Context: an optimization exercise on an open-source flow, tuned for small area and a short achievable clock period. The choices shown serve that exercise and are no tape-out recipe. RTL that was checked went through simulation tests only; none was proved equivalent to the original. No activity file was given, so power comes from the tool's default toggle rates.

==> flow/design.v (excerpt) <==
module NEURON(Clock, SignA, SignB, SignC, SignD, ExponentA, ExponentB, ExponentC, ExponentD, MantissaA, MantissaB, MantissaC, MantissaD, SignOut, ExponentOut, MantissaOut, SignOut1, ExponentOut1, MantissaOut1, SignOut2, ExponentOut2, MantissaOut2);
For scale: roughly 660 cells after synthesis, ~91 flip-flops, ~85 I/O pins.
clock: 11.0 ns
lec_check: 0
cap_margin: 20
core_margin: 2
core_utilization: 55
cts_buf_list: sky130_fd_sc_hd__clkbuf_8
place_density: 0.7
slew_margin: 20
tns_end_percent: 5
standard.sh (not shown) runs the stock make flow with config.mk's settings and CLKGATE_MAP_FILE= SYNTH_SCRIPT=/design/flow/synth_recipe.tcl, a recipe that flattens the netlist after the stock synthesis.
==> flow/flow/run.sh <==
#!/bin/bash
# The standard layout, with plain buf_1 cells as port buffers and timing
# repair aiming below the clock period (paths with less than SETUP_SLACK_MARGIN
# ns of slack are repaired).
set -euo pipefail
export BUFFER_PORTS_ARGS="-buffer_cell sky130_fd_sc_hd__buf_1"
export SETUP_SLACK_MARGIN=7.1
bash standard.sh > standard_flow.log 2>&1
==> next run, changes <==
--- a/flow/flow/run.sh
+++ b/flow/flow/run.sh
@@ -7 +7 @@
-export SETUP_SLACK_MARGIN=7.1
+export SETUP_SLACK_MARGIN=7.2
PLACE_DENSITY = unset   (was 0.7)
TNS_END_PERCENT = unset   (was 5)
Via count grows slightly.
Design area grows by a few percent.
Worst hold slack stays flat.
==> next run, changes <==
--- a/flow/flow/run.sh
+++ b/flow/flow/run.sh
@@ -7 +7 @@
-export SETUP_SLACK_MARGIN=7.2
+export SETUP_SLACK_MARGIN=7.1
CORE_UTILIZATION = 70   (was 55)
PLACE_DENSITY = 0.75   (was unset)
TNS_END_PERCENT = 5   (was unset)
After rerunning: The changed run went through all stages and came out clean. Total power came out higher by 2.9%. Via count came out higher by 3.4%. Global-route usage came out higher by 5.3 points. Maximum frequency came out lower by 2.6%.
==> next run, changes <==
--- a/flow/flow/run.sh
+++ b/flow/flow/run.sh
@@ -7 +7 @@
-export SETUP_SLACK_MARGIN=7.1
+export SETUP_SLACK_MARGIN=7.25
CORE_UTILIZATION = 55   (was 70)
PLACE_DENSITY = unset   (was 0.75)
First-iteration DRC count came out higher by 5.1%.
Clock power falls by about 2%.
Fmax is higher by 2.6%.
Total power came out lower by 2.6%.
==> next run, changes <==
--- a/flow/flow/run.sh
+++ b/flow/flow/run.sh
@@ -7 +7 @@
-export SETUP_SLACK_MARGIN=7.25
+export SETUP_SLACK_MARGIN=7.3
Result:
- flip-flop and latch count does not change
- final area rose by 1.5%
- final cell count rose by 1.1%
- count of clock-buffer cells in the layout does not change
- non-clock buffer count increases by 10
- setup slack improved by 0.021 ns
==> next run, changes <==
--- a/flow/flow/run.sh
+++ b/flow/flow/run.sh
@@ -7 +7 @@
-export SETUP_SLACK_MARGIN=7.3
+export SETUP_SLACK_MARGIN=7.1
CTS_BUF_LIST = sky130_fd_sc_hd__clkbuf_16   (was sky130_fd_sc_hd__clkbuf_8)
CTS_CLUSTER_DIAMETER = 500   (was unset)
CTS_CLUSTER_SIZE = 100   (was unset)
After rerunning: The new run went through all stages and came out clean; routed wire length is about the same; global-route usage went down by 0.44 points; power is higher by a few percent; sequential power barely changes; non-clock buffer count drops by 10; cell count drops slightly; core utilization fell by 0.33 points; combinational power decreases by a few percent; critical path depth is lower by 9; synthesized area stays the same; clock-buffer cell count is lower by 1.

========
== P ==
NEURON, a different RTL version from the one above (not shown whole).
Size in the first run: roughly 91 flip-flops, roughly 6600 sq um of cells after synthesis.
Settings: LEC_CHECK=0, CAP_MARGIN=20, CORE_MARGIN=2, CORE_UTILIZATION=55, CTS_BUF_LIST=sky130_fd_sc_hd__clkbuf_8, SLEW_MARGIN=20; clock period 11.0 ns.
==> flow/flow/run.sh <==
#!/bin/bash
# The standard layout, with plain buf_1 cells as port buffers and timing
# repair aiming below the clock period (paths with less than SETUP_SLACK_MARGIN
# ns of slack are repaired).
set -euo pipefail
export BUFFER_PORTS_ARGS="-buffer_cell sky130_fd_sc_hd__buf_1"
export SETUP_SLACK_MARGIN=7.1
bash standard.sh > standard_flow.log 2>&1
P was carried through to the last stage, and its layout satisfied the timing, design-rule and antenna checks.
The following lists how Q was set up differently from P:
Settings: setting TNS_END_PERCENT to 5 for the first time.
--- a/flow/flow/run.sh
+++ b/flow/flow/run.sh
@@ -6,3 +6,3 @@
 export BUFFER_PORTS_ARGS="-buffer_cell sky130_fd_sc_hd__buf_1"
-export SETUP_SLACK_MARGIN=7.1
+export SETUP_SLACK_MARGIN=7.25
 bash standard.sh > standard_flow.log 2>&1
## What came out
Q vs. P: detailed-route wire length on metal 1 went up 7.6%, achievable frequency went up, pin slew with the least headroom to its limit saw an increase, detailed router's first-iteration violation count now sits higher.
P -> Q: total number of vias increased slightly
No run of this note included a check of the RTL's function; only the layout flow was run.

========
Setup of main:
NEURON, a different RTL version from the one above (not shown whole).
Size in the first run: ~810 cells after synthesis, roughly 97 flip-flops, roughly 85 I/O pins.
export LEC_CHECK = 0
export CAP_MARGIN = 20
export CORE_MARGIN = 2
export CORE_UTILIZATION = 40
export SLEW_MARGIN = 20
create_clock -name core_clock -period 11.0 [get_ports {Clock}]
==> flow/flow/run.sh <==
#!/bin/bash
# The standard layout, with plain buf_2 cells as port buffers and timing
# repair aiming below the clock period (paths with less than SETUP_SLACK_MARGIN
# ns of slack are repaired).
set -euo pipefail
export BUFFER_PORTS_ARGS="-buffer_cell sky130_fd_sc_hd__buf_2"
export SETUP_SLACK_MARGIN=7.5
bash standard.sh > standard_flow.log 2>&1
main finished every stage and its layout cleared the timing, design-rule and antenna checks.
#### Input delta (the feature branch over main)
--- a/flow/flow/run.sh
+++ b/flow/flow/run.sh
@@ -7 +7 @@
-export SETUP_SLACK_MARGIN=7.5
+export SETUP_SLACK_MARGIN=7.0
Findings:
Relative to main, the final cell area reported for the feature branch is lower. The final reports for the feature branch and main show pin slew with the least headroom to its limit higher in the former. The feature branch completed; timing, DRC and antenna clean. Power was higher in the run labelled main. The lower worst setup slack came out of the feature branch.

========
## run 1
Another version of the RTL of NEURON (not shown whole).
For scale: about 620 cells after synthesis, ~91 flip-flops, ~85 I/O pins.
clock: 11.0 ns
lec_check: 0
cap_margin: 20
core_margin: 2
core_utilization: 60
cts_buf_list: sky130_fd_sc_hd__clkbuf_8
slew_margin: 20
synth_hierarchical: 1
tns_end_percent: 5
==> flow/flow/run.sh <==
#!/bin/bash
# The standard layout, with plain buf_1 cells as port buffers and timing
# repair aiming below the clock period (paths with less than SETUP_SLACK_MARGIN
# ns of slack are repaired).
set -euo pipefail
export BUFFER_PORTS_ARGS="-buffer_cell sky130_fd_sc_hd__buf_1"
export SETUP_SLACK_MARGIN=7.1
bash standard.sh > standard_flow.log 2>&1
> inputs changed (run 1 -> run 2)
Settings: swapping 60 for 65 in CORE_UTILIZATION.
-- flow/flow/run.sh --
<<< run 1, line 6
export BUFFER_PORTS_ARGS="-buffer_cell sky130_fd_sc_hd__buf_1"
export SETUP_SLACK_MARGIN=7.1
bash standard.sh > standard_flow.log 2>&1
>>> run 2, line 6
export BUFFER_PORTS_ARGS="-buffer_cell sky130_fd_sc_hd__buf_1"
export SETUP_SLACK_MARGIN=7.3
bash standard.sh > standard_flow.log 2>&1
Fmax: run 2 above run 1
Share of the cycle needed by the critical path after routing ends up lower on run 2.
From run 1 to run 2, number of buffers on the longest clock path did not move at all.
Cmp run 2 vs run 1: leakage power of the design higher in run 2
Run 2 vs. run 1: filler-free cell count of the finished design went up by 8.
Min count of clock-buffer cells in the layout across run 2 and run 1: run 2
Run 2 has completed all stages; timing, DRC and antenna checks passed.
Relative to run 1, the final weighted congestion of routability-driven global placement measured on run 2 has increased by a few percent.
Input changes introduced in run 3 (baseline for comparison: run 2):
Settings: changing CORE_UTILIZATION from 65 to 60.
The flow did not stop early for run 3: all stages ran, and the layout cleared the timing, design-rule and antenna checks.
Run 2 and run 3 ended up with roughly the same setup skew after layout.
The pin count of the biggest net entering global routing of run 3 and that of run 2 are within noise of each other.
Compared with run 2, run 3 shows wire length the detailed router placed on met1 lower by 190 µm.
Taking run 3 over run 2, the number of filler instances in the final layout ratio works out to 1.2.
Portion of total power attributed to sequential cells was lower in run 2 than in run 3.
The period utilization on run 3 is in line with that on run 2.
Overall power consumption went down by a few percent going from run 2 to run 3.
Looking at met1 track demand over resource, run 3 sits 2.5 points lower than run 2 does.
Worst setup slack before clock tree synthesis is lower on run 2
Relative to run 2, post-layout utilization of the core decreased by 9.3 points in run 3.

========
the reference run:
NEURON, a different RTL version from the one above (not shown whole).
Size in the first run: about 750 cells after synthesis, roughly 85 I/O pins, about 6900 µm² of cells after synthesis.
Settings: LEC_CHECK=0, CAP_MARGIN=20, CORE_MARGIN=2, CORE_UTILIZATION=55, CTS_BUF_LIST=sky130_fd_sc_hd__clkbuf_8, SLEW_MARGIN=20; clock period 11.0 ns.
==> flow/flow/run.sh <==
#!/bin/bash
# The standard layout, with plain buf_1 cells as port buffers and timing
# repair aiming below the clock period (paths with less than SETUP_SLACK_MARGIN
# ns of slack are repaired).
set -euo pipefail
export BUFFER_PORTS_ARGS="-buffer_cell sky130_fd_sc_hd__buf_1"
export SETUP_SLACK_MARGIN=7.0
bash standard.sh > standard_flow.log 2>&1
The following lists how the trial run was set up differently from the reference run:
-- flow/flow/run.sh --
<<< the reference run, line 5
set -euo pipefail
export BUFFER_PORTS_ARGS="-buffer_cell sky130_fd_sc_hd__buf_1"
export SETUP_SLACK_MARGIN=7.0
bash standard.sh > standard_flow.log 2>&1
>>> the trial run, line 5
set -euo pipefail
export BUFFER_PORTS_ARGS="-buffer_cell sky130_fd_sc_hd__buf_1"
export SETUP_SLACK_MARGIN=7.25
bash standard.sh > standard_flow.log 2>&1
Results
The trial run has completed all stages; timing, DRC and antenna checks passed.
Compared to the reference run, the trial run reaches a higher achievable clock.
The count of endpoints failing setup in the final report of the reference run and that of the trial run are within noise of each other.
| logic gate share of total power | the trial run vs the reference run | 0.4 points higher |
Summary of the comparison: register-to-register setup slack is higher in the trial run, relative to the reference run.
On routed wire length: between the reference run and the trial run, it ends up higher for the trial run.
The setup slack in the trial run was higher than what the reference run gave.
Diff the trial run..the reference run | overall routing resource usage | negligible
The trial run against the reference run: via count increased 100; core occupancy in the finished layout up 1.9 points; fraction of area in registers moved down; via count of the first global-routing pass held steady.
No functional check of the RTL was part of any run of this note.

========
NEURON, a different RTL version from the one above (not shown whole).
Size: ~630 cells after synthesis, about 91 flip-flops.
export LEC_CHECK = 0
export CAP_MARGIN = 20
export CORE_MARGIN = 2
export CORE_UTILIZATION = 55
export CTS_BUF_LIST = sky130_fd_sc_hd__clkbuf_8
export SLEW_MARGIN = 20
export SYNTH_HIERARCHICAL = 1
export TNS_END_PERCENT = 5
create_clock -name core_clock -period 11.0 [get_ports {Clock}]
==> flow/flow/run.sh <==
#!/bin/bash
# The standard layout, with plain buf_1 cells as port buffers and timing
# repair aiming below the clock period (paths with less than SETUP_SLACK_MARGIN
# ns of slack are repaired).
set -euo pipefail
export BUFFER_PORTS_ARGS="-buffer_cell sky130_fd_sc_hd__buf_1"
export SETUP_SLACK_MARGIN=7.45
bash standard.sh > standard_flow.log 2>&1
==> next run, changes <==
--- a/flow/flow/run.sh
+++ b/flow/flow/run.sh
@@ -7 +7 @@
-export SETUP_SLACK_MARGIN=7.45
+export SETUP_SLACK_MARGIN=7.3
- CORE_UTILIZATION: 55 -> 60
Result: Hold slack stays flat; combinational power hardly moves; clock-buffer cell count decreases by 1; utilization went up by 5.9 points; die area is lower by 8.0%; register-to-register slack is about the same; power is lower by 0.81%; synthesized area is unchanged; global-route usage rises by 1.9 points; cell area went down by 0.75%; fmax increases by 0.74%.
==> next run, changes <==
- CORE_UTILIZATION: 60 -> 65
The new run produced a clean layout.
Sequential power came out higher slightly.
Wire length hardly moves.
Clock-buffer cell count is unchanged.
Total power came out higher slightly.
Utilization came out higher by 5.1 points.
Global-route usage came out higher by 1.4 points.
Final area came out higher slightly.
Maximum frequency is about the same.
==> next run, changes <==
--- a/flow/flow/run.sh
+++ b/flow/flow/run.sh
@@ -7 +7 @@
-export SETUP_SLACK_MARGIN=7.3
+export SETUP_SLACK_MARGIN=7.2
- CORE_UTILIZATION: 65 -> 55
Critical path depth does not change.
Power stays flat.
Cell count climbs by about 0.6%.
Sequential share of layout area came out lower by 0.16 points.
Worst setup slack is worse by 10 ps.
Area after synthesis stays the same.
==> next run, changes <==
--- a/flow/flow/run.sh
+++ b/flow/flow/run.sh
@@ -7 +7 @@
-export SETUP_SLACK_MARGIN=7.2
+export SETUP_SLACK_MARGIN=7.3
- SYNTH_HIERARCHICAL: 1 -> unset
Worst setup slack is better by 58 ps.
Combinational power increases by a little under a tenth.
Design area grows by a few percent.
Power increases slightly.
First-iteration DRC count went up by roughly a tenth.
Critical path depth stays the same.
Sequential share of layout area fell by 0.54 points.

========
alpha:
Another version of the RTL of NEURON (not shown whole).
Size in the first run: ~760 cells after synthesis, roughly 85 I/O pins, ~0.0070 sq mm of cells after synthesis.
clock: 11.0 ns
lec_check: 0
cap_margin: 20
core_margin: 2
core_utilization: 40
slew_margin: 20
==> flow/flow/run.sh <==
#!/bin/bash
# The standard layout, with plain buf_2 cells as port buffers and timing
# repair aiming below the clock period (paths with less than SETUP_SLACK_MARGIN
# ns of slack are repaired).
set -euo pipefail
export BUFFER_PORTS_ARGS="-buffer_cell sky130_fd_sc_hd__buf_2"
export SETUP_SLACK_MARGIN=7.0
bash standard.sh > standard_flow.log 2>&1
Setup changes, alpha to beta
Settings: CORE_UTILIZATION: 40 -> 55; CTS_BUF_LIST: unset -> sky130_fd_sc_hd__clkbuf_8.
==> flow/flow/run.sh <==
#!/bin/bash
# The standard layout, with plain buf_1 cells as port buffers and timing
# repair aiming below the clock period (paths with less than SETUP_SLACK_MARGIN
# ns of slack are repaired).
set -euo pipefail
export BUFFER_PORTS_ARGS="-buffer_cell sky130_fd_sc_hd__buf_1"
export SETUP_SLACK_MARGIN=7.0
bash standard.sh > standard_flow.log 2>&1
### Flow results
Both conditions hold for beta: the flow ran to the end and the final layout passed the timing, design-rule and antenna checks. beta against alpha: share of the clock period used by the worst path has decreased, met1 global-route usage now larger. beta vs. alpha: cell count has decreased; clock transition at the register clock pins on the worst setup and hold paths after CTS up 20 ps; share of the core filled with cells in the final layout higher; x dimension of the die fell about 14%. NOTE: share of total power in combinational logic in beta exceeds that of alpha. | power share of the sequential group | higher: beta |.

========
NEURON with an RTL version that a note above also has.
Size in the first run: about 710 cells after synthesis, roughly 91 flip-flops, roughly 0.0066 mm2 of cells after synthesis.
export LEC_CHECK = 0
export CAP_MARGIN = 20
export CORE_MARGIN = 2
export CORE_UTILIZATION = 55
export CTS_BUF_LIST = sky130_fd_sc_hd__clkbuf_8
export SLEW_MARGIN = 20
export TNS_END_PERCENT = 5
create_clock -name core_clock -period 11.0 [get_ports {Clock}]
==> flow/flow/run.sh <==
#!/bin/bash
# The standard layout, with plain buf_1 cells as port buffers and timing
# repair aiming below the clock period (paths with less than SETUP_SLACK_MARGIN
# ns of slack are repaired).
set -euo pipefail
export BUFFER_PORTS_ARGS="-buffer_cell sky130_fd_sc_hd__buf_1"
export SETUP_SLACK_MARGIN=7.4
bash standard.sh > standard_flow.log 2>&1
==> next run, changes <==
--- a/flow/flow/run.sh
+++ b/flow/flow/run.sh
@@ -7 +7 @@
-export SETUP_SLACK_MARGIN=7.4
+export SETUP_SLACK_MARGIN=7.25
Settings changed: TNS_END_PERCENT 5 to default.
Result: Non-clock buffer count went up by 7; final area went up by 1.0%; hold slack hardly moves; global-route usage barely changes; worst setup slack gains 0.0069 ns.
No run of this note included a check of the RTL's function; only the layout flow was run.

========
NEURON with an RTL version that a note above also has.
Size in the first run: roughly 91 flip-flops, about 85 I/O pins, ~6400 um^2 of cells after synthesis.
clock: 11.0 ns
lec_check: 0
cap_margin: 10
core_margin: 2
core_utilization: 60
cts_buf_list: sky130_fd_sc_hd__clkbuf_8
slew_margin: 10
synth_hierarchical: 1
tns_end_percent: 5
==> flow/flow/run.sh <==
#!/bin/bash
# The standard layout, with plain buf_1 cells as port buffers and timing
# repair aiming below the clock period (paths with less than SETUP_SLACK_MARGIN
# ns of slack are repaired).
set -euo pipefail
export BUFFER_PORTS_ARGS="-buffer_cell sky130_fd_sc_hd__buf_1"
export SETUP_SLACK_MARGIN=7.3
bash standard.sh > standard_flow.log 2>&1
Next try:
--- a/flow/config.mk
+++ b/flow/config.mk
@@ -8 +8 @@
-export CAP_MARGIN = 10
+export CAP_MARGIN = 20
@@ -10 +10 @@
-export CORE_UTILIZATION = 60
+export CORE_UTILIZATION = 55
@@ -12 +12 @@
-export SLEW_MARGIN = 10
+export SLEW_MARGIN = 20
After rerunning: Critical path depth goes down by 2. Global-route usage goes down by 2.0 points. Via count goes down by 2.7%. Power goes up by 0.42%. Clock-buffer cell count goes up by 1. Sequential share of layout area goes down by 0.12 points.

==> separate check: timing with driven ports <==
In the flow no input, the clock included, has a driving cell. The finished layouts below were timed again as built, in two steps. Step 1: set_driving_cell puts a clkbuf_16 on Clock and a buf_2 on each other input, an assumption about the parent block. Step 2 moves the port delays by t, midway between the first and last clock arrival at a register: inputs arrive t later, outputs are due t later. That takes back most of the time a late clock gives input paths. Slacks: no drivers / after step 1 / after step 2; pairs: no drivers / after step 1.
run | shift t [ns] | setup slack, ns | worst register clock-pin slew, ns | worst data-port slew with drivers (ns)
the first run of note 1 | 0.409 | 7.046 / 7.012 / 6.900 | 0.09 / 0.09 | 0.03
the second run of note 1 | 0.412 | 7.115 / 7.115 / 7.008 | 0.10 / 0.10 | 0.03
the third run of note 1 | 0.379 | 7.009 / 7.009 / 6.930 | 0.09 / 0.09 | 0.03
the fourth run of note 1 | 0.410 | 7.111 / 7.111 / 7.016 | 0.10 / 0.10 | 0.04
the fifth run of note 1 | 0.412 | 7.132 / 7.132 / 7.017 | 0.10 / 0.10 | 0.04
the sixth run of note 1 | 0.381 | 7.115 / 7.075 / 6.906 | 0.06 / 0.06 | 0.03
P | 0.405 | 7.110 / 7.073 / 6.966 | 0.09 / 0.09 | 0.03
Q | 0.413 | 7.178 / 7.139 / 7.020 | 0.10 / 0.10 | 0.03
main | 0.388 | 7.363 / 7.322 / 7.475 | 0.07 / 0.07 | 0.03
the feature branch | 0.388 | 7.198 / 7.159 / 7.235 | 0.07 / 0.07 | 0.03
run 1 | 0.410 | 7.062 / 7.029 / 6.928 | 0.10 / 0.10 | 0.03
run 2 | 0.401 | 7.179 / 7.143 / 6.910 | 0.10 / 0.10 | 0.03
run 3 | 0.412 | 7.179 / 7.146 / 6.932 | 0.10 / 0.10 | 0.03
the reference run | 0.403 | 7.097 / 7.062 / 6.878 | 0.09 / 0.09 | 0.04
the trial run | 0.401 | 7.293 / 7.258 / 6.986 | 0.09 / 0.09 | 0.03
the first run of note 6 | 0.400 | 7.166 / 7.131 / 6.924 | 0.09 / 0.09 | 0.03
the second run of note 6 | 0.398 | 7.194 / 7.159 / 6.923 | 0.10 / 0.10 | 0.03
the third run of note 6 | 0.398 | 7.191 / 7.157 / 6.913 | 0.10 / 0.10 | 0.03
the fourth run of note 6 | 0.399 | 7.181 / 7.145 / 6.923 | 0.09 / 0.09 | 0.03
the fifth run of note 6 | 0.389 | 7.239 / 7.205 / 7.028 | 0.09 / 0.09 | 0.03
alpha | 0.381 | 7.113 / 7.075 / 7.271 | 0.07 / 0.07 | 0.03
beta | 0.399 | 7.136 / 7.101 / 7.244 | 0.09 / 0.09 | 0.03
the first run of note 8 | 0.417 | 7.178 / 7.139 / 7.020 | 0.09 / 0.09 | 0.03
the second run of note 8 | 0.415 | 7.185 / 7.146 / 7.021 | 0.09 / 0.09 | 0.03
the first run of note 9 | 0.398 | 7.194 / 7.159 / 6.923 | 0.10 / 0.10 | 0.03
the second run of note 9 | 0.401 | 7.171 / 7.135 / 6.924 | 0.09 / 0.09 | 0.03
After both steps every run listed still meets setup and hold. The setup slack of the trial run, which loses most, moves by -0.035 ns with the drivers and by -0.307 ns with both steps.
